Source: an optimization exercise on an open RTL-to-GDS flow (aim: small area, a short achievable clock period and few clock cycles). Production flows keep margins and buffers that such runs may drop.
Function was checked by simulation only, so behaviour that the tests miss may differ from the original.
Power is estimated from default activity; no workload was simulated.

## CNN
module CNN(
    input                       clk,
    input                       rst_n,
    input                       in_valid,
    input      signed [15:0]    in_data,
    input                       opt,
    output reg                  out_valid,
    output reg signed [15:0]    out_data
);
==> flow/config.mk <==
export PLATFORM = sky130hd
export DESIGN_NAME = CNN
export DESIGN_NICKNAME = CNN
export VERILOG_FILES = /design/flow/design.v
export SDC_FILE = /design/flow/constraint.sdc
export NUM_CORES = 4
export LEC_CHECK = 0
export CAP_MARGIN = 20
export CORE_MARGIN = 2
export CORE_UTILIZATION = 40
export PLACE_DENSITY = 0.6
export SLEW_MARGIN = 20
export SYNTH_HIERARCHICAL = 1
export SYNTH_MINIMUM_KEEP_SIZE = 0
==> flow/constraint.sdc <==
create_clock -name core_clock -period 14.0 [get_ports {clk}]
set_input_delay 2.8000 -clock core_clock [delete_from_list [all_inputs] [get_ports {clk}]]
set_output_delay 2.8000 -clock core_clock [all_outputs]
set_load 0.01 [all_outputs]
standard.sh (not shown) runs the stock make flow with config.mk's settings and CLKGATE_MAP_FILE= SYNTH_SCRIPT=/design/flow/synth_recipe.tcl, a recipe that flattens the netlist after the stock synthesis.
==> flow/flow/run.sh <==
#!/bin/bash
# Standard ORFS layout, with faster port buffers and timing repair aimed
# below the clock period.
set -euo pipefail
bash standard.sh SETUP_SLACK_MARGIN=10 "BUFFER_PORTS_ARGS=-buffer_cell sky130_fd_sc_hd__buf_2" finish > make.log 2>&1
The starting point ran to the end with no violations.
Testbench counts at the start, summed over its fixed seeds: cycles 13,248.
Rerun with:
CTS_CLUSTER_DIAMETER = 100   (was not set)
CTS_CLUSTER_SIZE = 25   (was not set)
GPL_TIMING_DRIVEN = 1   (was not set)
Effect: Wire length drops slightly; synthesized cell count does not change; setup slack stays flat; via count drops slightly; first-iteration DRC count drops slightly; design area drops by a few percent; cell count drops slightly; total power drops by roughly a tenth; sequential share of layout area climbs by 1.2 points.
Rerun with:
CORE_UTILIZATION = 50   (was 40)
CTS_CLUSTER_DIAMETER = not set   (was 100)
CTS_CLUSTER_SIZE = not set   (was 25)
GPL_TIMING_DRIVEN = not set   (was 1)
PLACE_DENSITY = 0.65   (was 0.6)
After rerunning: Utilization came out higher by 12 points; clock power came out higher by about 70%; fmax came out higher by about 0.9%; synthesized area is unchanged; global-route usage came out higher by 4.3 points; sequential share of layout area came out lower by 0.99 points; via count came out higher by 1.7%; synthesized cell count is unchanged; sequential power stays flat; power came out higher by 10%; cell count came out lower by about 4%.
Rerun with:
ABC_AREA = 1   (was not set)
CORE_UTILIZATION = 40   (was 50)
CTS_CLUSTER_DIAMETER = 100   (was not set)
CTS_CLUSTER_SIZE = 25   (was not set)
PLACE_DENSITY = 0.6   (was 0.65)
=> Area after synthesis is higher by a few percent; via count goes up by about a fifth; die area went up by a quarter to a third; final area climbs by a few percent; power fell by a little under a tenth; sequential power stays flat; core utilization came out lower by 12 points; maximum frequency drops slightly; flip-flop and latch count does not change.

========
CNN again, from the RTL that the note above started with.
export LEC_CHECK = 0
export CAP_MARGIN = 20
export CORE_MARGIN = 2
export CORE_UTILIZATION = 40
export CTS_CLUSTER_DIAMETER = 100
export CTS_CLUSTER_SIZE = 25
export PLACE_DENSITY = 0.6
export SLEW_MARGIN = 20
export SYNTH_HIERARCHICAL = 1
export SYNTH_MINIMUM_KEEP_SIZE = 0
create_clock -name core_clock -period 14.0 [get_ports {clk}]
==> flow/flow/run.sh <==
#!/bin/bash
# Standard ORFS layout, with faster port buffers and timing repair aimed
# below the clock period.
set -euo pipefail
bash standard.sh SETUP_SLACK_MARGIN=10.2 CTS_BUF_DISTANCE=120 "BUFFER_PORTS_ARGS=-buffer_cell sky130_fd_sc_hd__buf_2" finish > make.log 2>&1
The first run finished clean.
Testbench counts at the start, summed over its fixed seeds: cycles 13,248.
Rerun with:
==> flow/flow/run.sh (replaced) <==
#!/bin/bash
# Standard ORFS layout, with faster port buffers and timing repair aimed
# below the clock period.
set -euo pipefail
bash standard.sh SETUP_SLACK_MARGIN=10 "BUFFER_PORTS_ARGS=-buffer_cell sky130_fd_sc_hd__buf_2" finish > make.log 2>&1
- CTS_CLUSTER_DIAMETER: 100 -> 60
- CTS_CLUSTER_SIZE: 25 -> 30
The changed run finished with timing, DRC and antenna clean.
Worst hold slack gets better by 0.017 ns.
Global-route usage stays flat.
Setup slack gets better by 0.025 ns.
Clock power came out higher by 55%.
Wire length came out lower by 0.82%.
Via count came out lower by 0.42%.
Fmax came out higher by 0.63%.
Core utilization came out higher by 0.75 points.
Rerun with:
==> flow/flow/run.sh (replaced) <==
#!/bin/bash
# Standard ORFS layout, with faster port buffers and timing repair aimed
# below the clock period.
set -euo pipefail
bash standard.sh SETUP_SLACK_MARGIN=9.85 "BUFFER_PORTS_ARGS=-buffer_cell sky130_fd_sc_hd__buf_2" finish > make.log 2>&1
- CTS_CLUSTER_DIAMETER: 60 -> 100
- CTS_CLUSTER_SIZE: 30 -> 25
The changed run went through all stages and came out clean. Global-route usage goes down by 0.26 points. Design area goes down by a few percent. Clock-buffer cell count goes down by 25. Flip-flop and latch count does not change. Sequential share of layout area goes up by 1.4 points. Die area is unchanged. Clock power goes down by well over a third. Hold slack gains 0.0035 ns.

========
Starting RTL as in the previous note.
clock: 14.0 ns
lec_check: 0
cap_margin: 20
core_margin: 2
core_utilization: 40
cts_cluster_diameter: 100
cts_cluster_size: 25
place_density: 0.6
slew_margin: 20
synth_hierarchical: 1
synth_minimum_keep_size: 0
==> flow/flow/run.sh <==
#!/bin/bash
# Standard ORFS layout, with faster port buffers and timing repair aimed
# below the clock period.
set -euo pipefail
bash standard.sh SETUP_SLACK_MARGIN=10 CTS_BUF_DISTANCE=120 "BUFFER_PORTS_ARGS=-buffer_cell sky130_fd_sc_hd__buf_2" finish > make.log 2>&1
Testbench counts at the start, summed over its fixed seeds: cycles 13,248.
Edit:
==> flow/flow/run.sh (replaced) <==
#!/bin/bash
# Standard ORFS layout, with faster port buffers and timing repair aimed
# below the clock period.
set -euo pipefail
bash standard.sh SETUP_SLACK_MARGIN=10 "BUFFER_PORTS_ARGS=-buffer_cell sky130_fd_sc_hd__buf_2" finish > make.log 2>&1
- synthesized cell count does not change
- sequential share of layout area barely changes
- via count is higher by 0.33%
- hold slack improved by 4.0 ps
- setup slack got worse by 27 ps
- cell area is about the same
- power barely changes
- synthesized area stays the same
- sequential power is about the same
- utilization barely changes

## port drivers added, routing unchanged
In the flow no input, the clock included, has a driving cell. The finished layouts below were timed again as built, in two steps. Step 1 (the two cells are an assumption about what drives the block):
set clk [get_ports {clk}]
set_driving_cell -lib_cell sky130_fd_sc_hd__clkbuf_16 $clk
set_driving_cell -lib_cell sky130_fd_sc_hd__buf_2 [delete_from_list [all_inputs] $clk]
Step 2 moves the port delays by t, midway between the first and last clock arrival at a register: inputs arrive t later, outputs are due t later. That takes back most of the time a late clock gives input paths. Slacks: no drivers / after step 1 / after step 2; pairs: no drivers / after step 1.
run	shift t [ns]	setup slack, ns	slew at the worst register clock pin (ns)
the first run of note 1	0.782	9.989 / 9.908 / 10.061	0.07 / 0.07
the second run of note 1	0.771	9.989 / 9.913 / 10.060	0.11 / 0.11
the third run of note 1	0.796	10.026 / 9.950 / 10.063	0.07 / 0.07
the fourth run of note 1	0.784	9.974 / 9.892 / 10.078	0.11 / 0.11
the first run of note 2	0.742	9.991 / 9.912 / 10.206	0.11 / 0.11
the second run of note 2	0.790	10.016 / 9.936 / 10.089	0.10 / 0.10
the third run of note 2	0.770	9.974 / 9.913 / 9.974	0.11 / 0.11
the first run of note 3	0.740	10.017 / 9.939 / 10.067	0.11 / 0.11
the second run of note 3	0.771	9.989 / 9.913 / 10.060	0.11 / 0.11
After both steps setup and hold are still met in every run listed.
